Background: an optimization exercise with open tools, aiming at small area. Do not read the settings as production practice. Only simulation tests tie the RTL to the original design; equivalence was not proved. The clock cells of runs 2 to 7 come from the design's own scripts or RTL, not from TritonCTS. The clock input has no modelled driver; a real chip could not lean on it and would need a root buffer or a full tree. Power figures rest on the tool's default switching activity, not on a simulated workload.

`flow/design.v`:
```
module fifo_inv (input a, output y);
  assign y = ~a;
endmodule
module fifo_nor2 (input a, b, output y);
  assign y = ~(a | b);
endmodule
module fifo_nand2 (input a, b, output y);
  assign y = ~(a & b);
endmodule
module fifo_or2 (input a, b, output y);
  assign y = a | b;
endmodule
module fifo_nand2b (input an, b, output y);
  assign y = ~(~an & b);
endmodule
module fifo_nand3 (input a, b, c, output y);
  assign y = ~(a & b & c);
endmodule
module fifo_nand3b (input an, b, c, output y);
  assign y = ~(~an & b & c);
endmodule
module fifo_or3b (input a, b, cn, output y);
  assign y = a | b | ~cn;
endmodule
module fifo_and4 (input a, b, c, d, output y);
  assign y = a & b & c & d;
endmodule
module fifo_nand4 (input a, b, c, d, output y);
  assign y = ~(a & b & c & d);
endmodule
module fifo_aoi222 (input a1, a2, b1, b2, c1, c2, output y);
  assign y = ~((a1 & a2) | (b1 & b2) | (c1 & c2));
endmodule
module fifo_ha (input a, b, output s, c);
  assign s = a ^ b;
  assign c = a & b;
endmodule
module fifo_xor2 (input a, b, output y);
  assign y = a ^ b;
endmodule
module fifo_dec (
  input         en,
  input  [3:0]  p,
  output [15:0] o
);
  wire [3:0] a;   
  wire [3:0] b;   
  fifo_or2    u_a0 (.a(p[1]), .b(p[0]), .y(a[0]));
  fifo_nand2b u_a1 (.an(p[1]), .b(p[0]), .y(a[1]));
  fifo_nand2b u_a2 (.an(p[0]), .b(p[1]), .y(a[2]));
  fifo_nand2  u_a3 (.a(p[1]), .b(p[0]), .y(a[3]));
  fifo_or3b   u_b0 (.a(p[3]), .b(p[2]), .cn(en), .y(b[0]));
  fifo_nand3b u_b1 (.an(p[3]), .b(p[2]), .c(en), .y(b[1]));
  fifo_nand3b u_b2 (.an(p[2]), .b(p[3]), .c(en), .y(b[2]));
  fifo_nand3  u_b3 (.a(p[3]), .b(p[2]), .c(en), .y(b[3]));
  genvar k, j;
  generate
    for (k = 0; k < 4; k = k + 1) begin : g_k
      for (j = 0; j < 4; j = j + 1) begin : g_j
        fifo_nor2 u_o (.a(a[j]), .b(b[k]), .y(o[4*k + j]));
      end
    end
  endgenerate
endmodule
module fifo_rbit (
  input  [15:0] s,
  input         h,
  input  [15:0] d,
  input         q,
  output        y
);
  wire [4:0] n;
  wire       n15, nh, m;
  genvar k;
  generate
    for (k = 0; k < 5; k = k + 1) begin : g
      fifo_aoi222 u_aoi (.a1(s[3*k]), .a2(d[3*k]), .b1(s[3*k+1]), .b2(d[3*k+1]),
                         .c1(s[3*k+2]), .c2(d[3*k+2]), .y(n[k]));
    end
  endgenerate
  fifo_nand2 u_n15 (.a(s[15]), .b(d[15]), .y(n15));
  fifo_nand2 u_nh  (.a(h), .b(q), .y(nh));
  fifo_and4  u_m   (.a(n[0]), .b(n[1]), .c(n[2]), .d(n[3]), .y(m));
  fifo_nand4 u_y   (.a(m), .b(n[4]), .c(n15), .d(nh), .y(y));
endmodule
module fifo_inc (
  input        en,
  input  [3:0] p,
  output [3:0] pn
);
  wire c0, c1, c2;
  fifo_ha   u0 (.a(p[0]), .b(en), .s(pn[0]), .c(c0));
  fifo_ha   u1 (.a(p[1]), .b(c0), .s(pn[1]), .c(c1));
  fifo_ha   u2 (.a(p[2]), .b(c1), .s(pn[2]), .c(c2));
  fifo_xor2 u3 (.a(p[3]), .b(c2), .y(pn[3]));
endmodule
module fifo_flags (
  input  [3:0] wpn,
  input  [3:0] rpn,
  input        write_en,
  input        read_en,
  input        nwr,       
  input        nrd,       
  input        full,
  input        empty,
  output       full_n,
  output       empty_n
);
  wire eq = (wpn == rpn);
  assign full_n  = eq & nrd & (write_en | full);
  assign empty_n = eq & nwr & (read_en | empty);
endmodule
module fifo (
  clk,
  resetN,
  write_en,
  read_en,
  data_in,
  data_out,
  full,
  empty
);
  input        clk;
  input        resetN;
  input        write_en;
  input        read_en;
  input  [7:0] data_in;
  output [7:0] data_out;
  output       full;
  output       empty;
  reg [7:0] data_out;
  reg       full;
  reg       empty;
  reg [127:0] ram;    
  reg [3:0]   wp;
  reg [3:0]   rp;
  wire        nwr, wr;    
  wire        nrd, rd;    
  wire [15:0] we;
  wire [15:0] s;
  wire [3:0]  wpn;
  wire [3:0]  rpn;
  wire        full_n;
  wire        empty_n;
  wire [7:0]  dnext;
  fifo_nand2b u_nwr (.an(full), .b(write_en), .y(nwr));
  fifo_inv    u_wr  (.a(nwr), .y(wr));
  fifo_nand2b u_nrd (.an(empty), .b(read_en), .y(nrd));
  fifo_inv    u_rd  (.a(nrd), .y(rd));
  fifo_dec   u_wdec (.en(wr), .p(wp), .o(we));
  fifo_dec   u_rdec (.en(rd), .p(rp), .o(s));
  fifo_inc   u_winc (.en(wr), .p(wp), .pn(wpn));
  fifo_inc   u_rinc (.en(rd), .p(rp), .pn(rpn));
  fifo_flags u_flags (.wpn(wpn), .rpn(rpn), .write_en(write_en), .read_en(read_en),
                      .nwr(nwr), .nrd(nrd), .full(full), .empty(empty),
                      .full_n(full_n), .empty_n(empty_n));
  genvar i, b;
  generate
    for (b = 0; b < 8; b = b + 1) begin : g_bit
      wire [15:0] col;
      for (i = 0; i < 16; i = i + 1) begin : g_col
        assign col[i] = ram[8*i + b];
      end
      fifo_rbit u_rbit (.s(s), .h(nrd), .d(col), .q(data_out[b]), .y(dnext[b]));
    end
    for (i = 0; i < 16; i = i + 1) begin : g_row
      always @(posedge clk) begin
        if (we[i]) ram[8*i +: 8] <= data_in;
      end
    end
  endgenerate
  always @(posedge clk or negedge resetN) begin
    if (!resetN) begin
      data_out <= 8'd0;
      full     <= 1'b0;
      empty    <= 1'b1;
      wp       <= 4'd0;
      rp       <= 4'd0;
    end else begin
      data_out <= dnext;
      full     <= full_n;
      empty    <= empty_n;
      wp       <= wpn;
      rp       <= rpn;
    end
  end
endmodule
```
`flow/flow/run.sh`:
```
#!/bin/bash
# Standard ORFS layout, with single-size port buffers and a clock tree
# built without dummy loads.
set -euo pipefail
bash standard.sh \
  BUFFER_PORTS_ARGS="-buffer_cell sky130_fd_sc_hd__buf_1" \
  CTS_ARGS="-sink_clustering_enable -repair_clock_nets -dont_use_dummy_load -buf_list {sky130_fd_sc_hd__clkbuf_4 sky130_fd_sc_hd__clkbuf_8} -sink_clustering_size 40 -sink_clustering_max_diameter 150" \
  finish > orfs_flow.log 2>&1
```
`flow/standard.sh`:
```
#!/bin/bash
# synth_recipe.tcl (not shown) runs the flow's synth.tcl, then flattens the netlist and writes it again
# the make line also repeats each setting of config.mk as NAME=value (left out here)
make -C /OpenROAD-flow-scripts/flow DESIGN_CONFIG=/design/flow/config.mk WORK_HOME=/design/flow/orfs CLKGATE_MAP_FILE= SYNTH_SCRIPT=/design/flow/synth_recipe.tcl "${@:-finish}"
```
`flow/config.mk`:
```
export PLATFORM = sky130hd
export DESIGN_NAME = fifo
export DESIGN_NICKNAME = fifo
export VERILOG_FILES = /design/flow/design.v
export SDC_FILE = /design/flow/constraint.sdc
export NUM_CORES = 4
export LEC_CHECK = 0
export CAP_MARGIN = 20
export CORE_MARGIN = 2
export CORE_UTILIZATION = 75
export SLEW_MARGIN = 20
export SYNTH_HIERARCHICAL = 1
export SYNTH_MINIMUM_KEEP_SIZE = 0
```
`flow/constraint.sdc`:
```
create_clock -name core_clock -period 4.0 [get_ports {clk}]
set_input_delay 0.8000 -clock core_clock [delete_from_list [all_inputs] [get_ports {clk}]]
set_output_delay 0.8000 -clock core_clock [all_outputs]
set_load 0.01 [all_outputs]
```
==> results of run 1 <==
critical path: cells and delay by family, from the launching register on:
family | cells | cell delay, ps
AND/OR/NAND/NOR | 5 | 1130
AO/OA/AOI/OAI | 1 | 640
flip-flops | 1 | 540
buffers and inverters | 1 | 170
synthesized netlist by cell type (all sizes together):
library cell,n,area share
edfxtp,128,0.73
nand4,9,0.011
dfstp,1,0.0050
and4,8,0.013
nand3b,4,0.0057
or3b,2,0.0033
nand2,18,0.013
xor2,2,0.0033
dfrtp,17,0.081
inv,2,0.0014
or2,2,0.0024
nand2b,6,0.0071
o21ai,2,0.0019
nand3,2,0.0019
nor2,34,0.024
a222oi,40,0.076
xnor2,4,0.0066
ha,6,0.014
per-module statistics from Yosys, one instance, submodules excluded, a selection:
| module | cell area, um^2 | cells inside |
|---|---|---|
| fifo | 4300 | 146 |
| fifo_nor2 | 3.75 | 1 |
| fifo_and4 | 8.76 | 1 |
| fifo_ha | 12.5 | 1 |
| fifo_xor2 | 8.76 | 1 |
| fifo_inv | 3.75 | 1 |
| fifo_flags | 58.8 | 9 |
| fifo_or3b | 8.76 | 1 |
| fifo_nand3b | 7.51 | 1 |
metrics by stage:
stage,power [mW],area (um^2),utilization
detailed placement,2.77,5470,0.805
global placement,2.74,5470,0.805
finish,3.56,5700,0.839
floorplan,2.50,5270,-
global route,3.71,5700,0.839
CTS,3.55,5700,0.839
report_power, final:
group	total [mW]	internal, mW	switching, mW
Sequential	2.02	1.90	0.122
Clock	0.788	0.374	0.414
Combinational	0.748	0.262	0.487
cell families (layout without fill, tap and decap cells):
group	count (synthesis)	count (layout)
buf+inv	2	40
xor+xnor	6	6
simple gates	85	85
fa+ha+maj	6	6
compound gates	42	42
flops	146	146
registers in the layout, indices dropped and copies added (netlist names):
signal and flops:
ram 128, rp 4, wp 4, empty 1
full 1, data_out 8
area by class of cell:
cell class	instances	share of cell area
clock buffers	17	0.0410
inverters	2	0.00132
multi-input cells	139	0.170
flip-flops and latches	146	0.753
well taps	96	0.0211
repair buffers	21	0.0138
routing by layer:
layer / global-route usage / vias up / share of wire
li1: - / 1281 / -
met1: 0.449 / 1498 / 0.37
met2: 0.464 / 295 / 0.46
met3: 0.0933 / 31 / 0.13
met4: 0.113 / 0 / 0.032
met5: 0 / - / 0
worst min-delay path by stage:
stage	startpoint	end	slack, ps	cells after the start
6_report	ram[126]	data_out[6]	470	2
5_1_grt	ram[126]	data_out[6]	490	2
4_1_cts	ram[126]	data_out[6]	470	2
3_5_place_dp	ram[121]	data_out[1]	460	2
3_3_place_gp	ram[124]	data_out[4]	460	2
2_1_floorplan	ram[120]	data_out[0]	440	2
==> results.txt, run 1 <==
CP max stage delay = 640 ps
Fin. max-slew vios = 0
Initial antenna violation count = 0
Num CTS Buffers = 17
Core box area = 6790 um^2
CTS resizes = 0
Multi-input gate area = 967 um^2
Yosys reg bits = 146
Die Y-Extent = 87.8 um
Synthesis Warnings = 7
Vias in the first global route = 2,915
Mux cell area share after synthesis = 0
Adder-Cell Fraction of Synth Area = 0.0142
Post-synthesis sequential area ratio = 0.815
Reg2reg setup slack = 1350 ps
Largest family of logic cells by synthesized area = simple AND/OR/NAND/NOR gates
Num ports = 22
PD cells = 624 nW/um^2
CTS tree = yes
Non-Filler Instances = 421
Worst setup EP type = flop
Reg2Reg Depth = 7
Gpl congestion = 0.968
CTS sink cnt = 146
P_leak = 1.80 nW
FF/Latch Area = 4300 um^2
Fin worst setup slack = 1350 ps
Clock Path Buffers = 2
Filler cells = 328
Net Count, Synth = 305
Setup_tns = 0 ps
Post-CTS Setup Inserts = 0
Vias per cell = 7.38
Area grow syn2layout = 8.21%
Critical path class = flop to flop
Total grt overflow = 0
Initial DRC Count = 682
Netlist cell types = 18
Detailed Route WL = 10,800 um
Worst hold path type = flop to flop
Cts-stage hold buffer count = 0
DRC errors left = 0
Slowest cell on the critical path = a222oi_1
Fmax = 0.377 GHz
Pre-CTS setup slack = 1100 ps
Status = finished clean
Crit path to = data_out[2]
NumNets Final = 345
Largest net degree at the start of global routing = 19
Hold slack = 469 ps
Final Hold Vio Count = 0
Placed insts = 404
Critical Path Start = empty
Worst path arrival time = 2900 ps
Antenna viol nets, final = 0
Worst path required time = 4240 ps
Reg2reg start = empty
Slew HR = 0.364
Synth Area in Simple Gates = 0.0814
IO buf count = 21
Routed vias = 3,105
Worst Tran Pin Value = 954 ps
Reg2Reg Capture Point = data_out[2]
Initial Util = 0.776
Clock root cell = clkbuf_8
Die X = 87.8 um
Final HPWL DP = 7390 um
Max-Cap Viols = 0
Critical Path Start Type = flop
CTS HTree Levels = 4
GRT Resource Usage Total = 0.311
Layout cells sized above 1 = 0.0554
First-pass GRT wire length = 16,700 um
Synthesized instance count = 287
Clock Latency Late Sink = 420 ps
Post-synthesis cell area = 5270 um^2
Synth Area in Compound Gates = 0.0779
Most frequent cells in the layout = edfxtp_1, a222oi_1, nor2_1
RSZ-0062 raised after global routing = no
Tmin final = 2650 ps
Commonest non-fill, non-tap cell in the layout = edfxtp_1
Syn Area/Cell = 18.4 um^2
CP cell instances = nand2b_1 > inv_1 > nand3b_1 > nor2_1 > a222oi_1 > and4_1 > nand4_1
Max VDD drop = 0.415 mV
# rows = 30
First-pass DRT Iterations = 7
ANT cells = 0
Crit-path max FO = 10
Clk slew on worst S/H paths = 70 ps
Area share of xor/xnor cells in the synthesized design = 0.00997
Final period util = 0.663
Die area = 7710 um^2
Clock skew = 36.4 ps
Routed WL per cell = 25.8 um
Setup Viol. Count Final = 0
==> run 2: changes to the inputs <==
==> flow/flow/run.sh (replaced) <==
#!/bin/bash
# ORFS layout with single-size port buffers and a hand-built clock tree
# (flow/cts.tcl) in place of ORFS's clock tree step.
set -euo pipefail
here=$(pwd)
ARGS=(BUFFER_PORTS_ARGS="-buffer_cell sky130_fd_sc_hd__buf_1")
bash standard.sh "${ARGS[@]}" place > orfs_place.log 2>&1
RESULTS_DIR=$here/orfs/results/sky130hd/fifo/base \
CTS_LEAF_CELL=sky130_fd_sc_hd__clkbuf_4 CTS_LEAF_DEPTH=4 \
CTS_ROOT_CELL=sky130_fd_sc_hd__clkbuf_8 CTS_ROOT_DEPTH=1 \
  openroad -no_init -exit flow/cts.tcl > openroad_cts.log 2>&1
bash standard.sh "${ARGS[@]}" finish > orfs_finish.log 2>&1
==> flow/flow/cts.tcl (new file) <==
# Clock tree step, in place of ORFS's 4_1_cts: reads the placed design, builds
# the clock tree of manual_cts.tcl, legalizes, repairs timing, and writes the
# files ORFS's cts step writes.
set results $::env(RESULTS_DIR)
set platform_dir $::env(FLOW_HOME)/platforms/sky130hd
read_lib $platform_dir/lib/sky130_fd_sc_hd__tt_025C_1v80.lib
read_db $results/3_place.odb
read_sdc $results/3_place.sdc
source $platform_dir/setRC.tcl
source [file dirname [info script]]/manual_cts.tcl

manual_cts clk $::env(CTS_LEAF_CELL) $::env(CTS_LEAF_DEPTH) $::env(CTS_ROOT_CELL) $::env(CTS_ROOT_DEPTH)

set_propagated_clock [all_clocks]
detailed_placement
estimate_parasitics -placement
report_clock_skew
repair_timing -setup -hold
detailed_placement
check_placement -verbose
estimate_parasitics -placement
report_worst_slack -min
report_worst_slack -max
report_check_types -max_slew -max_capacitance -violators

write_db $results/4_1_cts.odb
write_sdc -no_timestamp $results/4_cts.sdc
file copy -force $results/4_1_cts.odb $results/4_cts.odb
==> flow/flow/manual_cts.tcl (new file) <==
# Manual clock tree. The flip-flops are split into 2^LEAF_DEPTH groups at the
# median of x or y (whichever spread is larger), recursively; each group gets a
# leaf clock buffer at its centroid. The leaf buffers are split the same way
# into 2^ROOT_DEPTH groups, each driven by a root buffer that the clock port
# drives.
proc cts_split {items depth} {
  if {$depth == 0 || [llength $items] < 2} { return [list $items] }
  set xs [lsort -real [lmap i $items {lindex $i 1}]]
  set ys [lsort -real [lmap i $items {lindex $i 2}]]
  set dx [expr {[lindex $xs end] - [lindex $xs 0]}]
  set dy [expr {[lindex $ys end] - [lindex $ys 0]}]
  set k [expr {$dx >= $dy ? 1 : 2}]
  set s [lsort -real -index $k $items]
  set h [expr {[llength $s] / 2}]
  return [concat [cts_split [lrange $s 0 [expr {$h - 1}]] [expr {$depth - 1}]] \
                 [cts_split [lrange $s $h end] [expr {$depth - 1}]]]
}

proc cts_pin_items {net} {
  set items {}
  foreach it [$net getITerms] {
    set bb [[$it getInst] getBBox]
    lappend items [list $it [expr {([$bb xMin] + [$bb xMax]) / 2.0}] [expr {([$bb yMin] + [$bb yMax]) / 2.0}]]
  }
  return $items
}

# Drive each group of items from a new buffer on net; returns the buffers' A pins
proc cts_level {net groups master prefix} {
  set block [ord::get_db_block]
  set i 0
  foreach g $groups {
    set inst [odb::dbInst_create $block $master "${prefix}_$i"]
    set n [odb::dbNet_create $block "${prefix}_net_$i"]
    $n setSigType CLOCK
    set sx 0; set sy 0
    foreach item $g {
      set it [lindex $item 0]
      $it disconnect
      $it connect $n
      set sx [expr {$sx + [lindex $item 1]}]
      set sy [expr {$sy + [lindex $item 2]}]
    }
    [$inst findITerm A] connect $net
    [$inst findITerm X] connect $n
    set cnt [llength $g]
    set w [[$inst getMaster] getWidth]
    set hgt [[$inst getMaster] getHeight]
    $inst setLocation [expr {int($sx / $cnt - $w / 2)}] [expr {int($sy / $cnt - $hgt / 2)}]
    $inst setPlacementStatus PLACED
    puts "${prefix}_$i drives $cnt pins"
    incr i
  }
}

proc manual_cts {clk_name leaf_cell leaf_depth root_cell root_depth} {
  set block [ord::get_db_block]
  set db [ord::get_db]
  set net [$block findNet $clk_name]
  cts_level $net [cts_split [cts_pin_items $net] $leaf_depth] [$db findMaster $leaf_cell] cts_leaf
  if {$root_depth >= 0} {
    cts_level $net [cts_split [cts_pin_items $net] $root_depth] [$db findMaster $root_cell] cts_root
  }
}
==> run 2 against run 1 <==
Effect of this change:
- still clean on timing, DRC and antenna
- total power fell by 4.5%
- critical path depth did not move
- register-to-register slack improved by 60 ps
- area after synthesis did not move
- final cell count rose by 0.24%
==> results.txt, run 2 <==
Status = finished clean
Area share of xor/xnor cells in the synthesized design = 0.00997
Total grt overflow = 0
Largest cells by area after synthesis = edfxtp_1, dfrtp_1, a222oi_1
Net Count, Synth = 305
Adder-Cell Fraction of Synth Area = 0.0142
Worst hold path type = flop to flop
Worst setup EP type = flop
Reg2reg setup slack = 1400 ps
Initial Util = 0.776
Commonest non-fill, non-tap cell in the layout = edfxtp_1
Synthesis Warnings = 7
First-pass DRT Iterations = 6
Clk pwr share = 0.189
Synth Area in Simple Gates = 0.0814
Slew HR = 0.380
Core box area = 6790 um^2
Netlist cell types = 18
Max reg flops = 128
Clock Latency Late Sink = 350 ps
Switching Power = 1.01 mW
Worst Tran Pin Value = 930 ps
Post-synth EDFFs = 128
Syn Area/Cell = 18.4 um^2
Die area = 7710 um^2
Num ports = 22
GRT Resource Usage Total = 0.297
Crit-path max FO = 10
Largest area contributor in the netlist = edfxtp_1
Vias in the first global route = 2,888
Largest registers = ram x128, data_out x8
Gpl congestion = 0.968
Non-Filler Instances = 422
NumNets Final = 346
Routed WL per cell = 25.5 um
# rows = 30
DRC errors left = 0
Initial DRC Count = 682
Top post-synthesis cells by count = edfxtp_1, a222oi_1, nor2_1
Final Hold Vio Count = 0
Die X = 87.8 um
P_leak = 1.77 nW
Detailed Route WL = 10,800 um
Synthesized instance count = 287
Final period util = 0.649
Total Power = 3.40 mW
Fin. max-slew vios = 0
Area grow syn2layout = 6.58%
CP cell instances = nand2b_1 > inv_1 > nand3b_1 > nor2_1 > a222oi_1 > and4_1 > nand4_1
Worst path required time = 4210 ps
Yosys top cell area share = 0.729
Async SR Flop Fraction = 0.123
PD cells = 605 nW/um^2
Reg2Reg Depth = 7
Most frequent cells in the layout = edfxtp_1, a222oi_1, nor2_1
Setup_tns = 0 ps
Die Y-Extent = 87.8 um
Reg2reg start = empty
Top-count cell post-synth = edfxtp_1
Layout cells sized above 1 = 0.0583
Max VDD drop = 0.314 mV
Crit path buf inv count = 1
Clk slew on worst S/H paths = 100 ps
Placed insts = 404
Yosys reg bits = 146
ANT cells = 0
IO buf count = 21
Sequential Power Share = 0.593
Final HPWL DP = 7390 um
Int Power = 2.39 mW
Routed vias = 3,010
Fmax = 0.385 GHz
Tmin final = 2600 ps
Critical path class = flop to flop
Post-synthesis cell area = 5270 um^2
Reg2Reg Capture Point = data_out[2]
Critical Path Start = empty
Largest family of logic cells by synthesized area = simple AND/OR/NAND/NOR gates
Final core utilization = 0.827
Worst path arrival time = 2810 ps
Crit. path cell count = 7
Mux cell area share after synthesis = 0
Largest net degree at the start of global routing = 19
Antenna viol nets, final = 0
Crit path to = data_out[2]
Dominant synthesized flop cell = edfxtp_1
CP max stage delay = 610 ps
Area after DPL = 5470 um^2
Vias per cell = 7.13
RSZ-0062 raised after global routing = no
Setup Viol. Count Final = 0
Clock skew = 20.5 ps
Critical Path Start Type = flop
Max-Cap Viols = 0
Slowest cell on the critical path = a222oi_1
Largest Register = ram
CP top delay family = simple AND/OR/NAND/NOR gates
Synth Area in Compound Gates = 0.0779
Switching share of power = 0.296
Fin worst setup slack = 1400 ps
Initial antenna violation count = 0
Comb pwr share = 0.218
Pre-CTS setup slack = 1100 ps
Post-synthesis sequential area ratio = 0.815
Fin area = 5620 um^2
First-pass GRT wire length = 16,500 um
Hold slack = 484 ps
## run 2: cell counts after synthesis
Identical to the previous run, type by type.
## run 2: modules after synthesis (local to each module, per instance), a selection
module       flops+latches  times used  cells  area, um^2
fifo_ha                  0           6      1        12.5
fifo_nand3               0           2      1        5.00
fifo_nand4               0           8      1        6.26
fifo_or3b                0           2      1        8.76
fifo_nand3b              0           4      1        7.51
fifo_xor2                0           2      1        8.76
fifo_aoi222              0          40      1        10.0
fifo_nand2b              0           6      1        6.26
fifo_or2                 0           2      1        6.26
fifo_inv                 0           2      1        3.75
fifo_flags               0           1      9        58.8
fifo_and4                0           8      1        8.76
fifo                   146           1    146        4300
fifo_nor2                0          32      1        3.75
## run 2: kinds of logic after synthesis
family,count (synthesis)
flops,146
simple gates,85
compound gates,42
xor+xnor,6
fa+ha+maj,6
buf+inv,2
## run 2: worst min path at each step
stage / depth (start not counted) / to / slack [ps] / start
detailed placement: 2 / data_out[1] / 460 / ram[121]
finish: 2 / data_out[1] / 480 / ram[121]
floorplan: 2 / data_out[0] / 440 / ram[120]
global placement: 2 / data_out[4] / 460 / ram[124]
global route: 2 / data_out[0] / 510 / ram[120]
## run 2: worst min-delay path, delay by kind of cell, from the launching register on
| kind | cells | cell delay, ps |
|---|---|---|
| DFF | 1 | 330 |
| and+or+nand+nor | 2 | 120 |
## run 2: layer usage
| layer | share of wire | global-route usage | vias up |
|---|---|---|---|
| met1 | 0.37 | 0.464 | 1439 |
| li1 | - | - | 1287 |
| met4 | 0.024 | 0.0671 | 0 |
| met2 | 0.47 | 0.459 | 253 |
| met5 | 0 | 0 | - |
| met3 | 0.13 | 0.0490 | 31 |
## run 2: area by class of cell
cell class / instances / area [um^2]
multi-input combinational: 139 / 967
fill: 349 / 1180
tap: 96 / 120
timing repair buffer: 21 / 78.8
inverter: 2 / 7.51
sequential: 146 / 4300
buffer: 18 / 148
## run 2: power by group through the flow
stage | registers (mW) | logic, mW | clock network, mW
finish | 2.01 | 0.739 | 0.642
global route | 2.04 | 0.812 | 0.705
detailed placement | 2.05 | 0.728 | 0
global placement | 2.04 | 0.705 | 0
floorplan | 2.03 | 0.475 | 0
==> run 3: changes to the inputs <==
--- a/flow/flow/run.sh
+++ b/flow/flow/run.sh
@@ -8,4 +8,4 @@
 RESULTS_DIR=$here/orfs/results/sky130hd/fifo/base \
-CTS_LEAF_CELL=sky130_fd_sc_hd__clkbuf_4 CTS_LEAF_DEPTH=4 \
-CTS_ROOT_CELL=sky130_fd_sc_hd__clkbuf_8 CTS_ROOT_DEPTH=1 \
+CTS_LEAF_CELL=sky130_fd_sc_hd__buf_4 CTS_LEAF_COUNT=12 \
+CTS_ROOT_CELL=sky130_fd_sc_hd__clkbuf_4 CTS_ROOT_COUNT=2 \
   openroad -no_init -exit flow/cts.tcl > openroad_cts.log 2>&1
--- a/flow/flow/cts.tcl
+++ b/flow/flow/cts.tcl
@@ -11,3 +11,3 @@
 
-manual_cts clk $::env(CTS_LEAF_CELL) $::env(CTS_LEAF_DEPTH) $::env(CTS_ROOT_CELL) $::env(CTS_ROOT_DEPTH)
+manual_cts clk $::env(CTS_LEAF_CELL) $::env(CTS_LEAF_COUNT) $::env(CTS_ROOT_CELL) $::env(CTS_ROOT_COUNT)
 
--- a/flow/flow/manual_cts.tcl
+++ b/flow/flow/manual_cts.tcl
@@ -1,8 +1,8 @@
-# Manual clock tree. The flip-flops are split into 2^LEAF_DEPTH groups at the
-# median of x or y (whichever spread is larger), recursively; each group gets a
-# leaf clock buffer at its centroid. The leaf buffers are split the same way
-# into 2^ROOT_DEPTH groups, each driven by a root buffer that the clock port
-# drives.
-proc cts_split {items depth} {
-  if {$depth == 0 || [llength $items] < 2} { return [list $items] }
+# Manual clock tree. The flip-flops are split into leaf_count groups of near
+# equal size by cutting across the longer side of their spread, recursively;
+# each group gets a leaf clock buffer at its centroid. The leaf buffers are
+# split the same way into root_count groups, each driven by a root buffer that
+# the clock port drives (root_count 0: the port drives the leaf buffers).
+proc cts_split {items k} {
+  if {$k <= 1 || [llength $items] < 2} { return [list $items] }
   set xs [lsort -real [lmap i $items {lindex $i 1}]]
@@ -11,7 +11,8 @@
   set dy [expr {[lindex $ys end] - [lindex $ys 0]}]
-  set k [expr {$dx >= $dy ? 1 : 2}]
-  set s [lsort -real -index $k $items]
-  set h [expr {[llength $s] / 2}]
-  return [concat [cts_split [lrange $s 0 [expr {$h - 1}]] [expr {$depth - 1}]] \
-                 [cts_split [lrange $s $h end] [expr {$depth - 1}]]]
+  set axis [expr {$dx >= $dy ? 1 : 2}]
+  set s [lsort -real -index $axis $items]
+  set k1 [expr {$k / 2}]
+  set h [expr {([llength $s] * $k1 + $k / 2) / $k}]
+  return [concat [cts_split [lrange $s 0 [expr {$h - 1}]] $k1] \
+                 [cts_split [lrange $s $h end] [expr {$k - $k1}]]]
 }
@@ -55,3 +56,3 @@
 
-proc manual_cts {clk_name leaf_cell leaf_depth root_cell root_depth} {
+proc manual_cts {clk_name leaf_cell leaf_count root_cell root_count} {
   set block [ord::get_db_block]
@@ -59,5 +60,5 @@
   set net [$block findNet $clk_name]
-  cts_level $net [cts_split [cts_pin_items $net] $leaf_depth] [$db findMaster $leaf_cell] cts_leaf
-  if {$root_depth >= 0} {
-    cts_level $net [cts_split [cts_pin_items $net] $root_depth] [$db findMaster $root_cell] cts_root
+  cts_level $net [cts_split [cts_pin_items $net] $leaf_count] [$db findMaster $leaf_cell] cts_leaf
+  if {$root_count > 0} {
+    cts_level $net [cts_split [cts_pin_items $net] $root_count] [$db findMaster $root_cell] cts_root
   }
==> run 3 against run 2 <==
Effect of this change:
- final cell count is 0.95% lower
- global-route usage decreased by 0.089 points
- register-to-register slack lost 40 ps
- sequential power barely moved
- sequential share of layout area is 0.58 points higher
- setup slack worse by 41 ps
- critical path depth is the same
- clock power fell by 11%
- utilization fell by 0.63 points
- clock skew fell by 10 ps
- worst hold slack gained 6.4 ps
- fmax down 1.5%
- critical path type unchanged
- critical endpoint unchanged
- highest routed layer is now met5
==> results.txt, run 3 <==
Fin. max-slew vios = 0
Top-count cell post-synth = edfxtp_1
Synthesis Warnings = 7
Vias per cell = 7.15
Largest area contributor in the netlist = edfxtp_1
Initial DRC Count = 612
# rows = 30
Die area = 7710 um^2
Post-synthesis cell area = 5270 um^2
Syn Area/Cell = 18.4 um^2
Fin worst setup slack = 1360 ps
Reg2Reg Capture Point = data_out[2]
IO buf count = 21
Detailed Route WL = 10,700 um
Max VDD drop = 0.407 mV
Top post-synthesis cells by count = edfxtp_1, a222oi_1, nor2_1
Post-synthesis sequential area ratio = 0.815
Netlist cell types = 18
First-pass GRT wire length = 16,500 um
Routed vias = 2,990
Routed WL per cell = 25.6 um
Antenna viol nets, final = 0
Fmax = 0.379 GHz
P_leak = 1.74 nW
Initial antenna violation count = 1
Filler cells = 356
Commonest non-fill, non-tap cell in the layout = edfxtp_1
Crit-path max FO = 10
GRT Resource Usage Total = 0.296
Final HPWL DP = 7390 um
Vias in the first global route = 2,848
RSZ-0062 raised after global routing = no
Largest Register = ram
Tmin final = 2640 ps
NumNets Final = 342
Reg2reg setup slack = 1360 ps
Setup_tns = 0 ps
Fin area = 5570 um^2
CP cell instances = nand2b_1 > inv_1 > nand3b_1 > nor2_1 > a222oi_1 > and4_1 > nand4_1
Critical Path Start Type = flop
Final period util = 0.659
Initial Util = 0.776
Max reg flops = 128
Worst path arrival time = 2860 ps
Yosys reg bits = 146
Status = finished clean
Slew HR = 0.364
Min-delay src = ram[121]
Worst Tran Pin Value = 954 ps
Dominant synthesized flop cell = edfxtp_1
Critical path class = flop to flop
Most frequent cells in the layout = edfxtp_1, a222oi_1, nor2_1
Net Count, Synth = 305
Core box area = 6790 um^2
Worst hold path type = flop to flop
Final Hold Vio Count = 0
Hold depth = 2
Gpl congestion = 0.968
Clk slew on worst S/H paths = 110 ps
Clock Latency Late Sink = 360 ps
Yosys top cell area share = 0.729
Largest net degree at the start of global routing = 19
Post-synth EDFFs = 128
PD cells = 597 nW/um^2
DRC errors left = 0
Worst path required time = 4220 ps
Largest cells by area after synthesis = edfxtp_1, dfrtp_1, a222oi_1
Final core utilization = 0.820
Die X = 87.8 um
Hold slack = 491 ps
Largest registers = ram x128, data_out x8
Hold EP = data_out[1]
Die Y-Extent = 87.8 um
CP max stage delay = 650 ps
Async SR Flop Fraction = 0.123
Area grow syn2layout = 5.77%
First-pass DRT Iterations = 8
Total grt overflow = 0
Reg2Reg Depth = 7
Setup Viol. Count Final = 0
Num ports = 22
Reg2reg start = empty
Area after DPL = 5470 um^2
Clock skew = 10.3 ps
Layout cells sized above 1 = 0.0466
Worst setup EP type = flop
Pre-CTS setup slack = 1100 ps
Slowest cell on the critical path = a222oi_1
Synthesized instance count = 287
ANT cells = 0
Max-Cap Viols = 0
-- run 3: cell families after synthesis --
group / share of synthesized area
flops: 0.815
fa+ha+maj: 0.0142
buf+inv: 0.00143
xor+xnor: 0.00997
compound gates: 0.0779
simple gates: 0.0814
-- run 3: power by group --
group	total (mW)	internal (mW)	switching (mW)
combinational	0.740	0.262	0.478
sequential	2.02	1.90	0.120
clock	0.572	0.178	0.395
total	3.33	2.34	0.993
-- run 3: per-stage QoR --
step | std cells | total power, mW
2_1_floorplan | 287 | 2.50
3_3_place_gp | 404 | 2.74
3_5_place_dp | 404 | 2.77
5_1_grt | 418 | 3.48
6_report | 418 | 3.33
-- run 3: routing by layer --
metal	up-vias	wire [um]	GRT usage
met5	-	16	0
met4	2	301	0.0671
met3	26	1240	0.0405
met2	242	5000	0.465
met1	1445	4160	0.462
li1	1275	-	-
-- run 3: Yosys stat by module (local to each module, per instance), excerpt --
module / flops+latches / cells
fifo_nand2: 0 / 1
fifo_nor2: 0 / 1
fifo_ha: 0 / 1
fifo_nand3: 0 / 1
fifo_or3b: 0 / 1
fifo_nand3b: 0 / 1
fifo_and4: 0 / 1
fifo_nand4: 0 / 1
fifo_nand2b: 0 / 1
fifo: 146 / 146
fifo_inv: 0 / 1
fifo_xor2: 0 / 1
fifo_or2: 0 / 1
fifo_aoi222: 0 / 1
fifo_flags: 0 / 9
-- run 3: cell type report --
type	count	area (um^2)	share of cell area
Sequential cell	146	4300	0.771
Multi-Input combinational cell	139	967	0.174
Tap cell	96	120	0.0215
Buffer	14	105	0.0189
Timing Repair Buffer	21	78.8	0.0141
Inverter	2	7.51	0.00135
-- run 3: critical path: cells and delay by family, from the launching register on --
kind	cells	cell delay (ps)
flops	1	550
buf+inv	1	170
compound gates	1	650
simple gates	5	1120
-- run 3: how the worst max path moves through the flow --
stage                 start           to  slack (ps)
finish                empty  data_out[2]        1360
global route          empty  data_out[5]        1280
detailed placement  read_en  data_out[2]        1100
global placement    read_en  data_out[2]        1220
floorplan           read_en  data_out[0]        1710
==> run 4: changes to the inputs <==
--- a/flow/design.v
+++ b/flow/design.v
@@ -32,2 +32,5 @@
   assign y = ~((a1 & a2) | (b1 & b2) | (c1 & c2));
+endmodule
+module fifo_a22o (input a1, a2, b1, b2, output y);
+  assign y = (a1 & a2) | (b1 & b2);
 endmodule
@@ -138,3 +141,5 @@
   wire        nrd, rd;    
-  wire [15:0] we;
+  wire [15:0] we;      
+  wire [15:0] nwe;     
+  wire [127:0] ram_d;  
   wire [15:0] s;
@@ -150,2 +155,8 @@
   fifo_dec   u_wdec (.en(wr), .p(wp), .o(we));
+  genvar i, b;
+  generate
+    for (i = 0; i < 16; i = i + 1) begin : g_nwe
+      fifo_inv u_nwe (.a(we[i]), .y(nwe[i]));
+    end
+  endgenerate
   fifo_dec   u_rdec (.en(rd), .p(rp), .o(s));
@@ -156,3 +167,2 @@
                       .full_n(full_n), .empty_n(empty_n));
-  genvar i, b;
   generate
@@ -166,4 +176,5 @@
     for (i = 0; i < 16; i = i + 1) begin : g_row
-      always @(posedge clk) begin
-        if (we[i]) ram[8*i +: 8] <= data_in;
+      for (b = 0; b < 8; b = b + 1) begin : g_col
+        fifo_a22o u_sel (.a1(we[i]), .a2(data_in[b]), .b1(nwe[i]), .b2(ram[8*i + b]),
+                         .y(ram_d[8*i + b]));
       end
@@ -171,2 +182,3 @@
   endgenerate
+  always @(posedge clk) ram <= ram_d;
   always @(posedge clk or negedge resetN) begin
==> run 4 against run 3 <==
Effect of this change:
- worst hold slack got worse by 240 ps
- combinational power up 86%
- clock skew is 15 ps higher
- sequential share of layout area shrank 22 points
- clock power rose by 4.0%
- critical path depth increased by 1
- sequential power rose by 31%
- setup slack gained 7.8 ps
- synthesized cell count up 50%
- utilization decreased by 0.70 points
- final cell count rose by 31%
- still clean on timing, DRC and antenna
- via count rose by 42%
==> results.txt, run 4 <==
Area after DPL = 5350 um^2
Largest cells by area after synthesis = dfxtp_1, a22o_1, dfrtp_1
GRT Resource Usage Total = 0.383
Yosys top cell area share = 0.496
Reg2Reg Depth = 7
Final Hold Vio Count = 0
Worst path required time = 4320 ps
Yosys reg bits = 146
Clk slew on worst S/H paths = 110 ps
Setup_tns = 0 ps
Status = finished clean
PD cells = 845 nW/um^2
Reg2Reg Capture Point = data_out[0]
Total grt overflow = 0
Net Count, Synth = 449
Gpl congestion = 0.955
Top post-synthesis cells by count = a22o_1, dfxtp_1, a222oi_1
Largest registers = ram x128, data_out x8
Synthesized instance count = 431
Largest area contributor in the netlist = dfxtp_1
Routed vias = 4,246
Num ports = 22
IO buf count = 21
Max reg flops = 128
Tmin final = 2630 ps
RSZ-0062 raised after global routing = no
Vias in the first global route = 4,027
Worst hold path type = primary input to async pin
Pre-CTS setup slack = 1110 ps
Initial DRC Count = 611
# rows = 30
Vias per cell = 7.76
NumNets Final = 487
Hold slack = 247 ps
Most frequent cells in the layout = a22o_1, dfxtp_1, a222oi_1
Worst setup EP type = flop
Slew HR = 0.220
Initial Util = 0.769
Final HPWL DP = 9730 um
Syn Area/Cell = 12.0 um^2
Area grow syn2layout = 5.71%
Post-synthesis sequential area ratio = 0.583
Die X = 87.0 um
P_leak = 2.27 nW
Reg2reg start = empty
Synthesis Warnings = 7
Initial antenna violation count = 0
Reg2reg setup slack = 1420 ps
Clock Latency Late Sink = 380 ps
Post-synthesis cell area = 5170 um^2
Fin. max-slew vios = 0
Routed WL per cell = 26.5 um
Final period util = 0.657
Async SR Flop Fraction = 0.123
Netlist cell types = 19
Worst path arrival time = 2950 ps
Layout cells sized above 1 = 0.0343
First-pass GRT wire length = 22,400 um
Max-Cap Viols = 0
Largest Register = ram
Fmax = 0.380 GHz
Max VDD drop = 0.488 mV
Post-synth EDFFs = 0
Non-Filler Instances = 547
Fin worst setup slack = 1370 ps
Critical path class = primary input to flop
ANT cells = 0
Antenna viol nets, final = 0
Critical Path Start Type = primary input
DRC errors left = 0
Die Y-Extent = 87.0 um
Dominant synthesized flop cell = dfxtp_1
Crit-path max FO = 10
Worst Tran Pin Value = 1170 ps
Die area = 7570 um^2
Setup Viol. Count Final = 0
Largest net degree at the start of global routing = 19
Placed insts = 532
Core box area = 6720 um^2
Fin area = 5470 um^2
Detailed Route WL = 14,500 um
First-pass DRT Iterations = 8
Clock skew = 25.0 ps
==> run 4: cell types whose count changed after synthesis, sizes merged <==
cell and delta:
a22o +128, edfxtp -128, dfxtp +128, inv +16
==> run 4: cells by family (layout without fill, tap and decap cells) <==
group	after synthesis	in the layout	synth area share
buffers and inverters	18	54	0.0131
flip-flops	146	146	0.583
adder cells (fa/ha/maj)	6	6	0.0145
AO/OA/AOI/OAI	170	170	0.296
AND/OR/NAND/NOR	85	85	0.0830
XOR/XNOR	6	6	0.0102
==> run 4: final cells by class <==
type | count | area, um^2
sequential | 146 | 3010
multi-input combinational | 267 | 2090
fill | 418 | 1250
buffer | 14 | 105
tap | 80 | 100
timing repair buffer | 22 | 90.1
inverter | 18 | 67.6
==> run 4: worst max-delay path, stage by stage <==
cell and delay (ps):
buf_1 100, nand2b_1 260, inv_1 230, or3b_1 430, nor2_1 520, a222oi_1 250, and4_1 260, nand4_1 90
==> run 4: per-layer routing <==
layer  wire length [um]  vias up  part of all wire  track usage
met5                  0        -                 0            0
met4                659        0             0.045        0.145
met3               1690       58              0.12       0.0588
met2               6190      341              0.43        0.559
met1               5960     2006              0.41        0.575
li1                   -     1841                 -            -
==> run 4: per-module statistics from Yosys (local to each module, per instance), a selection <==
module	flip-flops and latches	times used	cells
fifo_nand2	0	18	1
fifo_or2	0	2	1
fifo_nand3	0	2	1
fifo	146	1	146
fifo_xor2	0	2	1
fifo_nor2	0	32	1
fifo_nand3b	0	4	1
fifo_nand4	0	8	1
fifo_aoi222	0	40	1
fifo_ha	0	6	1
fifo_and4	0	8	1
fifo_a22o	0	128	1
fifo_or3b	0	2	1
fifo_flags	0	1	9
fifo_nand2b	0	6	1
==> run 4: worst max-delay path by stage <==
stage            start     endpoint  slack [ps]  cells past startpoint
5_1_grt        read_en  data_out[0]        1290                      8
3_5_place_dp   read_en  data_out[0]        1110                      8
3_3_place_gp   read_en  data_out[6]        1110                      8
2_1_floorplan  read_en  data_out[0]        1710                      7
6_report       read_en  data_out[6]        1370                      8
==> run 4: power breakdown <==
group / internal, mW / switching, mW / total [mW]
combinational: 0.681 / 0.697 / 1.38
sequential: 2.15 / 0.491 / 2.64
clock: 0.178 / 0.418 / 0.595
==> run 4: through the flow <==
| step | utilization | power, mW |
|---|---|---|
| 3_5_place_dp | 0.796 | 3.96 |
| 2_1_floorplan | - | 3.47 |
| 5_1_grt | 0.813 | 4.83 |
| 3_3_place_gp | 0.796 | 3.87 |
| 6_report | 0.813 | 4.62 |
==> run 5: changes to the inputs <==
--- a/flow/design.v
+++ b/flow/design.v
@@ -33,4 +33,7 @@
 endmodule
-module fifo_a22o (input a1, a2, b1, b2, output y);
-  assign y = (a1 & a2) | (b1 & b2);
+module fifo_oai22 (input a1, a2, b1, b2, output y);
+  assign y = ~((a1 | a2) & (b1 | b2));
+endmodule
+module fifo_and2 (input a, b, output y);
+  assign y = a & b;
 endmodule
@@ -72,2 +75,3 @@
   input         q,
+  input         f,
   output        y
@@ -75,3 +79,3 @@
   wire [4:0] n;
-  wire       n15, nh, m;
+  wire       n15, nh, m, z;
   genvar k;
@@ -86,3 +90,4 @@
   fifo_and4  u_m   (.a(n[0]), .b(n[1]), .c(n[2]), .d(n[3]), .y(m));
-  fifo_nand4 u_y   (.a(m), .b(n[4]), .c(n15), .d(nh), .y(y));
+  fifo_nand4 u_z   (.a(m), .b(n[4]), .c(n15), .d(nh), .y(z));
+  fifo_xor2  u_y   (.a(z), .b(f), .y(y));
 endmodule
@@ -137,2 +142,3 @@
   reg [127:0] ram;    
+  reg         p;      
   reg [3:0]   wp;
@@ -144,2 +150,5 @@
   wire [127:0] ram_d;  
+  wire [7:0]  x;       
+  wire        np;      
+  wire        pr;      
   wire [15:0] s;
@@ -161,2 +170,9 @@
   endgenerate
+  fifo_inv   u_np (.a(p), .y(np));
+  fifo_and2  u_pr (.a(p), .b(rd), .y(pr));
+  generate
+    for (b = 0; b < 8; b = b + 1) begin : g_x
+      fifo_xor2 u_x (.a(data_in[b]), .b(p), .y(x[b]));
+    end
+  endgenerate
   fifo_dec   u_rdec (.en(rd), .p(rp), .o(s));
@@ -173,3 +189,3 @@
       end
-      fifo_rbit u_rbit (.s(s), .h(nrd), .d(col), .q(data_out[b]), .y(dnext[b]));
+      fifo_rbit u_rbit (.s(s), .h(nrd), .d(col), .q(data_out[b]), .f(pr), .y(dnext[b]));
     end
@@ -177,4 +193,4 @@
       for (b = 0; b < 8; b = b + 1) begin : g_col
-        fifo_a22o u_sel (.a1(we[i]), .a2(data_in[b]), .b1(nwe[i]), .b2(ram[8*i + b]),
-                         .y(ram_d[8*i + b]));
+        fifo_oai22 u_sel (.a1(nwe[i]), .a2(x[b]), .b1(ram[8*i + b]), .b2(we[i]),
+                          .y(ram_d[8*i + b]));
       end
@@ -186,2 +202,3 @@
       data_out <= 8'd0;
+      p        <= 1'b0;
       full     <= 1'b0;
@@ -192,2 +209,3 @@
       data_out <= dnext;
+      p        <= np;
       full     <= full_n;
==> flow/flow/run.sh (replaced) <==
#!/bin/bash
# ORFS layout with single-size port buffers and a hand-built clock tree
# (flow/cts.tcl) in place of ORFS's clock tree step. The clock tree uses the
# fewest leaf buffers whose estimated flip-flop clock-pin slew is at most
# SLEW_LIMIT ns.
set -euo pipefail
here=$(pwd)
ARGS=(BUFFER_PORTS_ARGS="-buffer_cell sky130_fd_sc_hd__buf_1")
bash standard.sh "${ARGS[@]}" place > orfs_place.log 2>&1

export RESULTS_DIR=$here/orfs/results/sky130hd/fifo/base
export CTS_ROOT_CELL=sky130_fd_sc_hd__clkbuf_4 CTS_ROOT_COUNT=2
SLEW_LIMIT=0.105
leaf_cell=sky130_fd_sc_hd__clkbuf_8
leaf_count=16
: > openroad_cts_trials.log
for n in 10 11 12 13 14 15 16; do
  s=$(CTS_TRIAL=1 CTS_LEAF_CELL=sky130_fd_sc_hd__buf_4 CTS_LEAF_COUNT=$n \
      openroad -no_init -exit flow/cts.tcl 2>&1 | tee -a openroad_cts_trials.log \
      | awk '/^CTS_TRIAL_SLEW/ {print $2}')
  echo "buf_4 x $n: $s" >> cts_choice.log
  if [[ -n "$s" ]] && awk -v s="$s" -v l="$SLEW_LIMIT" 'BEGIN {exit !(s <= l)}'; then
    leaf_cell=sky130_fd_sc_hd__buf_4
    leaf_count=$n
    break
  fi
done
echo "chosen: $leaf_cell x $leaf_count" >> cts_choice.log
CTS_LEAF_CELL=$leaf_cell CTS_LEAF_COUNT=$leaf_count \
  openroad -no_init -exit flow/cts.tcl > openroad_cts.log 2>&1
bash standard.sh "${ARGS[@]}" finish > orfs_finish.log 2>&1
--- a/flow/flow/cts.tcl
+++ b/flow/flow/cts.tcl
@@ -2,3 +2,5 @@
 # the clock tree of manual_cts.tcl, legalizes, repairs timing, and writes the
-# files ORFS's cts step writes.
+# files ORFS's cts step writes. With CTS_TRIAL set it only prints the largest
+# flip-flop clock-pin slew the tree gives (estimated from placement) and
+# writes nothing.
 set results $::env(RESULTS_DIR)
@@ -16,2 +18,17 @@
 estimate_parasitics -placement
+
+proc max_clk_pin_slew {} {
+  set worst 0
+  foreach pin [get_pins -hierarchical */CLK] {
+    set sl [get_property $pin slew_max]
+    if {$sl > $worst} { set worst $sl }
+  }
+  return $worst
+}
+
+if {[info exists ::env(CTS_TRIAL)]} {
+  puts "CTS_TRIAL_SLEW [max_clk_pin_slew]"
+  exit
+}
+
 report_clock_skew
@@ -21,2 +38,3 @@
 estimate_parasitics -placement
+report_clock_skew
 report_worst_slack -min
@@ -24,2 +42,3 @@
 report_check_types -max_slew -max_capacitance -violators
+puts "largest flip-flop clock-pin slew (placement estimate): [max_clk_pin_slew]"
 
==> run 5 against run 4 <==
Effect of this change:
- still clean
- die area down 2.7%
- via count up 4.9%
- critical path depth unchanged
- clock power up 5.0%
- critical path type is now flop to flop
- highest routed layer unchanged
==> results.txt, run 5 <==
Status = finished clean
Async SR Flop Fraction = 0.129
RSZ-0062 raised after global routing = no
Largest family of logic cells by synthesized area = compound AO/OA/AOI/OAI gates
Fmax = 0.367 GHz
Reg2reg start = empty
Syn Area/Cell = 11.2 um^2
GRT Resource Usage Total = 0.404
ANT cells = 0
NumNets Final = 515
Synth Area in Simple Gates = 0.0867
Largest area contributor in the netlist = dfxtp_1
Worst setup EP type = flop
Clk slew on worst S/H paths = 100 ps
Tmin final = 2720 ps
Post-synthesis cell area = 5020 um^2
Area share of xor/xnor cells in the synthesized design = 0.0383
Fin area = 5380 um^2
Largest cells by area after synthesis = dfxtp_1, o22ai_1, dfrtp_1
Detailed Route WL = 15,000 um
Worst path arrival time = 2970 ps
Reg2Reg Depth = 8
Largest net degree at the start of global routing = 20
Reg2Reg Capture Point = data_out[5]
Critical path class = flop to flop
Critical Path Start = empty
Net Count, Synth = 468
Yosys top cell area share = 0.510
Core box area = 6420 um^2
Die area = 7370 um^2
Post-synthesis sequential area ratio = 0.605
Crit-path max FO = 10
Slowest cell on the critical path = dfstp_2
Adder-Cell Fraction of Synth Area = 0.0149
CP top delay family = simple AND/OR/NAND/NOR gates
Yosys reg bits = 147
Gpl congestion = 1.07
DRC errors left = 0
Vias in the first global route = 4,236
Max reg flops = 128
Total grt overflow = 0
Critical Path Start Type = flop
First-pass GRT wire length = 23,000 um
PD cells = 906 nW/um^2
Area after DPL = 5260 um^2
Netlist cell types = 20
Routed WL per cell = 26.2 um
IO buf count = 21
Worst Tran Pin Value = 685 ps
Area grow syn2layout = 7.10%
Setup_tns = 0 ps
Met3 Wirelength = 2080 um
Fin. max-slew vios = 0
Largest Register = ram
Worst hold path type = primary input to async pin
CP max stage delay = 550 ps
Reg2reg setup slack = 1280 ps
Top post-synthesis cells by count = dfxtp_1, o22ai_1, a222oi_1
Slew HR = 0.542
Final core utilization = 0.838
Final period util = 0.681
Routed vias = 4,455
Antenna viol nets, final = 0
Clock Latency Late Sink = 390 ps
Die X = 85.9 um
Post-synth EDFFs = 0
Initial DRC Count = 908
Crit path buf inv count = 1
P_leak = 1.95 nW
Met2 WL post-DR = 6700 um
Initial antenna violation count = 1
Max VDD drop = 0.556 mV
Setup Viol. Count Final = 0
CP cell instances = nand2b_1 > inv_1 > or3b_1 > nor2_1 > a222oi_1 > and4_1 > nand4_1 > xor2_1
Synthesized instance count = 450
Die Y-Extent = 85.9 um
Top routing layer in use = met4
Mux cell area share after synthesis = 0
# rows = 29
Dominant synthesized flop cell = dfxtp_1
First-pass DRT Iterations = 12
Synthesis Warnings = 7
Initial Util = 0.782
Synth Area in Compound Gates = 0.241
Max-Cap Viols = 0
Worst path required time = 4250 ps
Layout cells sized above 1 = 0.0525
Final HPWL DP = 10,200 um
Clock skew = 15.4 ps
Most frequent cells in the layout = o22ai_1, dfxtp_1, a222oi_1
Final Hold Vio Count = 0
Vias per cell = 7.79
Largest registers = ram x128, data_out x8
Num ports = 22
M1 wire length = 5530 um
## run 5: cell count changes after synthesis
cell,delta
a22o_1,-128
o22ai_1,+128
xor2_1,+16
and2_1,+1
dfrtp_1,+1
inv_1,+1
## run 5: modules after synthesis (local to each module, per instance), excerpt
module / area, um^2 / flip-flops and latches
fifo: 3040 / 147
fifo_and2: 6.26 / 0
fifo_inv: 3.75 / 0
fifo_nand3: 5.00 / 0
fifo_nor2: 3.75 / 0
fifo_oai22: 6.26 / 0
## run 5: report_power, final
group	internal, mW	switching [mW]
Sequential	2.26	0.593
Combinational	0.578	0.818
Clock	0.201	0.424
Total	3.04	1.83
## run 5: kinds of logic (layout without fill, tap and decap cells)
group                      after synthesis  after routing
DFF                                    147            147
xor gates and xnor gates                22             22
adders and majority gates                6              6
AOI/OAI and AO/OA                      170            170
and+or+nand+nor                         86             86
buffers and inverters                   19             64
## run 5: layer usage
layer / global-route usage / up-vias
met5: 0 / -
met4: 0.159 / 0
met3: 0.0780 / 69
met2: 0.626 / 371
met1: 0.567 / 2101
li1: - / 1914
## run 5: final cells by class
cell class              count  area [um^2]
fillers                   370         1040
flip-flops and latches    147         3040
inverters                  19         71.3
well taps                  77         96.3
repair buffers             29          140
plain buffers              16          120
multi-input cells         284         1910
## run 5: how the worst max path moves through the flow
stage	to	cells after the start
final	data_out[5]	8
after global routing	data_out[7]	9
after detailed placement	data_out[5]	9
after global placement	data_out[2]	9
after floorplan	data_out[0]	8
## run 5: stage by stage
step	hold slack, ps	cells	setup WS, ps	power, mW
3_3_place_gp	418	556	1050	4.05
5_1_grt	382	572	1080	5.07
2_1_floorplan	411	450	1540	3.58
6_report	353	572	1280	4.88
3_5_place_dp	428	556	983	4.17
==> run 6: changes to the inputs <==
--- a/flow/design.v
+++ b/flow/design.v
@@ -35,5 +35,2 @@
   assign y = ~((a1 | a2) & (b1 | b2));
-endmodule
-module fifo_and2 (input a, b, output y);
-  assign y = a & b;
 endmodule
@@ -171,3 +168,3 @@
   fifo_inv   u_np (.a(p), .y(np));
-  fifo_and2  u_pr (.a(p), .b(rd), .y(pr));
+  fifo_nor2  u_pr (.a(np), .b(nrd), .y(pr));
   generate
--- a/flow/flow/run.sh
+++ b/flow/flow/run.sh
@@ -11,3 +11,3 @@
 export RESULTS_DIR=$here/orfs/results/sky130hd/fifo/base
-export CTS_ROOT_CELL=sky130_fd_sc_hd__clkbuf_4 CTS_ROOT_COUNT=2
+export CTS_ROOT_CELL=sky130_fd_sc_hd__clkbuf_4 CTS_ROOT_COUNT=1
 SLEW_LIMIT=0.105
==> run 6 against run 5 <==
Effect of this change:
- still clean
- sequential share of layout area is essentially flat
- via count shrank 0.83%
- sequential power shrank 2%
- first-iteration DRC count shrank 38%
- final cell count is the same
- synthesized cell count is the same
- clock power is essentially flat
- cell area is essentially flat
- total power shrank 0.58%
- largest cell class unchanged
- highest routed layer unchanged
==> results.txt, run 6 <==
Num ports = 22
Post-synthesis cell area = 5020 um^2
Syn Area/Cell = 11.2 um^2
Fin. max-slew vios = 0
Critical Path Start Type = flop
Crit. path cell count = 8
Largest cells by area after synthesis = dfxtp_1, o22ai_1, dfrtp_1
Max-Cap Viols = 0
Clock skew = 13.8 ps
Async SR Flop Fraction = 0.129
CP cell instances = nand2b_1 > inv_1 > or3b_1 > nor2_1 > a222oi_1 > and4_1 > nand4_1 > xor2_1
Tmin final = 2830 ps
Routed WL per cell = 25.9 um
Crit path buf inv count = 1
Most frequent cells in the layout = o22ai_1, dfxtp_1, a222oi_1
Core box area = 6420 um^2
Initial Util = 0.782
Largest area contributor in the netlist = dfxtp_1
Max VDD drop = 0.546 mV
Mux cell area share after synthesis = 0
Reg2reg start = empty
Die Y-Extent = 85.8 um
Net Count, Synth = 468
GRT Resource Usage Total = 0.396
Post-synth EDFFs = 0
Reg2Reg Depth = 8
Initial antenna violation count = 0
Initial DRC Count = 565
Worst Tran Pin Value = 901 ps
Largest family of logic cells by synthesized area = compound AO/OA/AOI/OAI gates
Synth Area in Simple Gates = 0.0862
Filler cells = 380
Fmax = 0.353 GHz
IO buf count = 21
Synthesis Warnings = 7
Gpl congestion = 0.998
PD cells = 901 nW/um^2
Die area = 7370 um^2
Synthesized instance count = 450
Slew HR = 0.397
First-pass DRT Iterations = 6
Post-synthesis sequential area ratio = 0.605
CP max stage delay = 570 ps
Synth Area in Compound Gates = 0.241
Largest Register = ram
RSZ-0062 raised after global routing = no
Setup_tns = 0 ps
Worst setup EP type = flop
Vias in the first global route = 4,447
Netlist cell types = 19
Routed vias = 4,418
Layout cells sized above 1 = 0.0525
Multi-input gate area = 1910 um^2
Reg2Reg Capture Point = data_out[7]
Yosys reg bits = 147
Top post-synthesis cells by count = dfxtp_1, o22ai_1, a222oi_1
Worst path arrival time = 3200 ps
ANT cells = 0
Status = finished clean
Final HPWL DP = 10,200 um
Antenna viol nets, final = 0
FF/Latch Area = 3040 um^2
P_leak = 1.95 nW
Area grow syn2layout = 7.10%
Reg2reg setup slack = 1170 ps
Setup Viol. Count Final = 0
Hold slack = 220 ps
Worst path required time = 4370 ps
NumNets Final = 515
DRC errors left = 0
Clk slew on worst S/H paths = 100 ps
Slowest cell on the critical path = a222oi_1
Adder-Cell Fraction of Synth Area = 0.0149
Clock Latency Late Sink = 510 ps
Vias per cell = 7.72
Critical path class = flop to flop
CP top delay family = simple AND/OR/NAND/NOR gates
Yosys top cell area share = 0.510
Worst hold path type = primary input to async pin
Total grt overflow = 0
Detailed Route WL = 14,800 um
Dominant synthesized flop cell = dfxtp_1
Largest net degree at the start of global routing = 20
# rows = 29
First-pass GRT wire length = 22,800 um
Area share of xor/xnor cells in the synthesized design = 0.0384
Die X = 85.8 um
Crit-path max FO = 11
Largest registers = ram x128, data_out x8
Final period util = 0.708
Max reg flops = 128
Final Hold Vio Count = 0
## run 6: cells by family after synthesis
| family | count (synthesis) |
|---|---|
| simple gates | 86 |
| xor+xnor | 22 |
| flops | 147 |
| compound gates | 170 |
| buf+inv | 19 |
| fa+ha+maj | 6 |
## run 6: cell type report
type	instances	share of cell area
buffer	16	0.0223
inverter	19	0.0133
timing repair buffer	29	0.0261
tap	77	0.0179
sequential	147	0.565
multi-input combinational	284	0.355
## run 6: metrics by stage
step	setup WS [ps]	utilization	area (um^2)	cells	power (mW)
final	1170	0.838	5380	572	4.85
after global routing	1010	0.838	5380	572	5.04
after detailed placement	897	0.819	5260	556	4.15
after global placement	960	0.819	5260	556	4.03
after floorplan	1530	-	5020	450	3.58
## run 6: per-layer routing
| layer | GRT usage | part of all wire | wire (um) | vias to the layer above |
|---|---|---|---|---|
| li1 | - | - | - | 1920 |
| met1 | 0.515 | 0.35 | 5180 | 2057 |
| met2 | 0.651 | 0.47 | 6970 | 357 |
| met3 | 0.0808 | 0.13 | 1950 | 84 |
| met4 | 0.165 | 0.046 | 687 | 0 |
| met5 | 0 | 0 | 0 | - |
## run 6: Yosys stat by module, one instance, submodules excluded, excerpt
| module | flip-flops and latches | cells inside |
|---|---|---|
| fifo | 147 | 147 |
| fifo_flags | 0 | 9 |
| fifo_ha | 0 | 1 |
| fifo_aoi222 | 0 | 1 |
| fifo_nand3b | 0 | 1 |
| fifo_nand4 | 0 | 1 |
| fifo_nand2b | 0 | 1 |
| fifo_or2 | 0 | 1 |
| fifo_oai22 | 0 | 1 |
| fifo_nand3 | 0 | 1 |
| fifo_nand2 | 0 | 1 |
| fifo_inv | 0 | 1 |
## run 6: how the worst max path moves through the flow
stage	startpoint	endpoint	slack [ps]
3_3_place_gp	read_en	data_out[3]	960
5_1_grt	empty	data_out[7]	1010
2_1_floorplan	read_en	data_out[0]	1530
6_report	empty	data_out[7]	1170
3_5_place_dp	read_en	data_out[4]	900
## run 6: worst register-to-register path: stages, from the launching register on
cell and delay, ps:
dfstp_2 540, nand2b_1 360, inv_1 190, or3b_1 260
nor2_1 150, a222oi_1 570, and4_1 310, nand4_1 120
xor2_1 180
## run 6: power breakdown
| group | total [mW] | internal, mW | switching (mW) | leakage, nW |
|---|---|---|---|---|
| Clock | 0.623 | 0.199 | 0.424 | 0.0767 |
| Combinational | 1.41 | 0.578 | 0.832 | 0.567 |
| Sequential | 2.81 | 2.26 | 0.551 | 1.31 |
==> run 7: changes to the inputs <==
--- a/flow/design.v
+++ b/flow/design.v
@@ -42,2 +42,5 @@
   assign y = a ^ b;
+endmodule
+module fifo_xnor2 (input a, b, output y);
+  assign y = ~(a ^ b);
 endmodule
@@ -171,3 +174,5 @@
     for (b = 0; b < 8; b = b + 1) begin : g_x
-      fifo_xor2 u_x (.a(data_in[b]), .b(p), .y(x[b]));
+      wire xn;
+      fifo_xnor2 u_xn (.a(data_in[b]), .b(p), .y(xn));
+      fifo_inv   u_x  (.a(xn), .y(x[b]));
     end
--- a/flow/flow/run.sh
+++ b/flow/flow/run.sh
@@ -12,3 +12,3 @@
 export CTS_ROOT_CELL=sky130_fd_sc_hd__clkbuf_4 CTS_ROOT_COUNT=1
-SLEW_LIMIT=0.105
+SLEW_LIMIT=0.110
 leaf_cell=sky130_fd_sc_hd__clkbuf_8
==> run 7 against run 6 <==
Effect of this change:
- synthesized cell count rose by 1.8%
- sequential share of layout area increased by 0.40 points
- worst hold slack about the same
- setup slack better by 44 ps
- largest power group unchanged
- cell area decreased by 0.70%
- largest cell class unchanged
- utilization is 0.58 points lower
- die area rose by 0.57%
- critical endpoint is now data_out[4]
- clock skew up 3.6 ps
- critical path depth unchanged
==> results.txt, run 7 <==
Status = finished clean
Post-synthesis cell area = 5050 um^2
Routed WL per cell = 24.4 um
ANT cells = 0
Setup_tns = 0 ps
Initial DRC Count = 635
CP cell instances = nand2b_1 > inv_1 > or3b_1 > nor2_1 > a222oi_1 > and4_1 > nand4_1 > xor2_1
Final HPWL DP = 9680 um
Synthesis Warnings = 7
CP top delay family = simple AND/OR/NAND/NOR gates
Hold slack = 221 ps
Final period util = 0.697
Synthesized instance count = 458
Die Y-Extent = 86.1 um
Vias per cell = 7.61
Total Power = 4.79 mW
Vias in the first global route = 4,127
Crit-path max FO = 11
Syn Area/Cell = 11.0 um^2
Post-synth EDFFs = 0
Net Count, Synth = 476
Async SR Flop Fraction = 0.129
Final Hold Vio Count = 0
Antenna viol nets, final = 0
Post-synthesis sequential area ratio = 0.602
Worst setup EP type = flop
Dominant synthesized flop cell = dfxtp_1
Routed vias = 4,347
Reg2reg start = empty
Setup Viol. Count Final = 0
Largest net degree at the start of global routing = 20
Initial antenna violation count = 0
Tmin final = 2790 ps
Max reg flops = 128
Critical path class = flop to flop
Top post-synthesis cells by count = dfxtp_1, o22ai_1, a222oi_1
RSZ-0062 raised after global routing = no
# rows = 29
Netlist cell types = 19
Yosys reg bits = 147
Yosys top cell area share = 0.507
Detailed Route WL = 13,900 um
Clock skew = 17.4 ps
PD cells = 897 nW/um^2
Area grow syn2layout = 5.72%
Critical Path Start Type = flop
Num ports = 22
Slowest cell on the critical path = dfstp_2
Filler cells = 387
P_leak = 1.96 nW
Fin. max-slew vios = 0
Max-Cap Viols = 0
CP max stage delay = 550 ps
Initial Util = 0.787
Worst path arrival time = 3160 ps
IO buf count = 21
Worst Tran Pin Value = 879 ps
Fmax = 0.359 GHz
Largest registers = ram x128, data_out x8
First-pass DRT Iterations = 8
Critical Path Start = empty
Gpl congestion = 0.947
Clock Latency Late Sink = 520 ps
DRC errors left = 0
FF/Latch Area = 3040 um^2
Max VDD drop = 0.558 mV
Multi-input gate area = 1910 um^2
GRT Resource Usage Total = 0.381
Die X = 86.1 um
NumNets Final = 514
Worst hold path type = primary input to async pin
Slew HR = 0.412
Most frequent cells in the layout = o22ai_1, dfxtp_1, a222oi_1
First-pass GRT wire length = 22,000 um
Layout cells sized above 1 = 0.0344
Crit path buf inv count = 1
Largest Register = ram
Largest cells by area after synthesis = dfxtp_1, o22ai_1, dfrtp_1
Core box area = 6420 um^2
Die area = 7410 um^2
Total grt overflow = 0
Clk slew on worst S/H paths = 110 ps
Worst path required time = 4370 ps
Largest area contributor in the netlist = dfxtp_1
## run 7: cells by family after synthesis
| family | Yosys count | share of synthesized area |
|---|---|---|
| and+or+nand+nor | 86 | 0.0857 |
| adders and majority gates | 6 | 0.0149 |
| buffers and inverters | 27 | 0.0201 |
| AOI/OAI and AO/OA | 170 | 0.240 |
| DFF | 147 | 0.602 |
| xor gates and xnor gates | 22 | 0.0381 |
## run 7: per-stage QoR
step | setup slack, ps | instance area (um^2) | std cells | utilization
6_report | 1210 | 5340 | 571 | 0.832
3_3_place_gp | 1020 | 5230 | 556 | 0.814
2_1_floorplan | 1530 | 5050 | 458 | -
5_1_grt | 1070 | 5340 | 571 | 0.832
3_5_place_dp | 950 | 5230 | 556 | 0.814
## run 7: final cells by class
class	instances	area share
inverter	27	0.0190
sequential	147	0.569
buffer	15	0.0211
multi-input combinational	284	0.358
tap	77	0.0180
timing repair buffer	21	0.0150
## run 7: report_power, final
group / internal (mW) / switching, mW / leakage [nW]
Sequential: 2.26 / 0.558 / 1.31
Clock: 0.187 / 0.425 / 0.0719
Combinational: 0.573 / 0.788 / 0.575
## run 7: worst paths after layout
kind                                to  slack [ps]  cells past startpoint
max                        data_out[4]        1210                      8
min                        data_out[6]         220                      1
max reg2reg                data_out[4]        1210                      8
min reg2reg                   ram[122]         440                      1
max in group asynchronous        empty        3420                      1
min in group core_clock       ram[122]         440                      1
## run 7: routing by layer
metal  vias to the layer above  wire length, um  GRT usage
li1                       1907                -          -
met1                      2071             5480      0.540
met2                       310             6280      0.597
met3                        59             1680     0.0866
met4                         0              501      0.101
met5                         -                0          0
## run 7: Yosys stat by module, one instance, submodules excluded, excerpt
module / cells / area, um^2 / flops+latches / copies in the design
fifo_or2: 1 / 6.26 / 0 / 2
fifo_inv: 1 / 3.75 / 0 / 27
fifo_oai22: 1 / 6.26 / 0 / 128
fifo_and4: 1 / 8.76 / 0 / 8
fifo_xor2: 1 / 8.76 / 0 / 10
fifo_nand3: 1 / 5.00 / 0 / 2

[separate check: timing with driven ports]
The results above use ideal ports. As a check the final layouts listed here were re-extracted and re-timed, cells and wires unchanged. Step 1 assumes that a clkbuf_16 drives the clock port and a buf_2 every other input. Step 2 times the ports against the registers' clock, not the clock port: input delays grow and output delays shrink by t, the midpoint of the rising clock arrivals with the driver on. a / b / c = ideal / step 1 / step 2; a / b = the first two.
run	t (ns)	slack for setup (ns)	worst setup path at the end	clock arrival spread, ns
run 1	0.427	1.348 / 1.348 / 1.030	input to register	0.037 / 0.037
run 2	0.374	1.403 / 1.403 / 1.089	input to register	0.021 / 0.021
run 3	0.396	1.363 / 1.363 / 1.055	input to register	0.011 / 0.011
run 4	0.406	1.370 / 1.378 / 0.972	input to register	0.025 / 0.026
run 5	0.421	1.275 / 1.275 / 0.882	input to register	0.018 / 0.018
run 6	0.542	1.168 / 1.168 / 0.806	input to register	0.015 / 0.014
run 7	0.538	1.212 / 1.212 / 0.881	input to register	0.018 / 0.018
After both steps setup and hold are still met in every run listed. The setup slack of run 4, which loses most, moves by +0.008 ns with the drivers and by -0.398 ns with both steps.
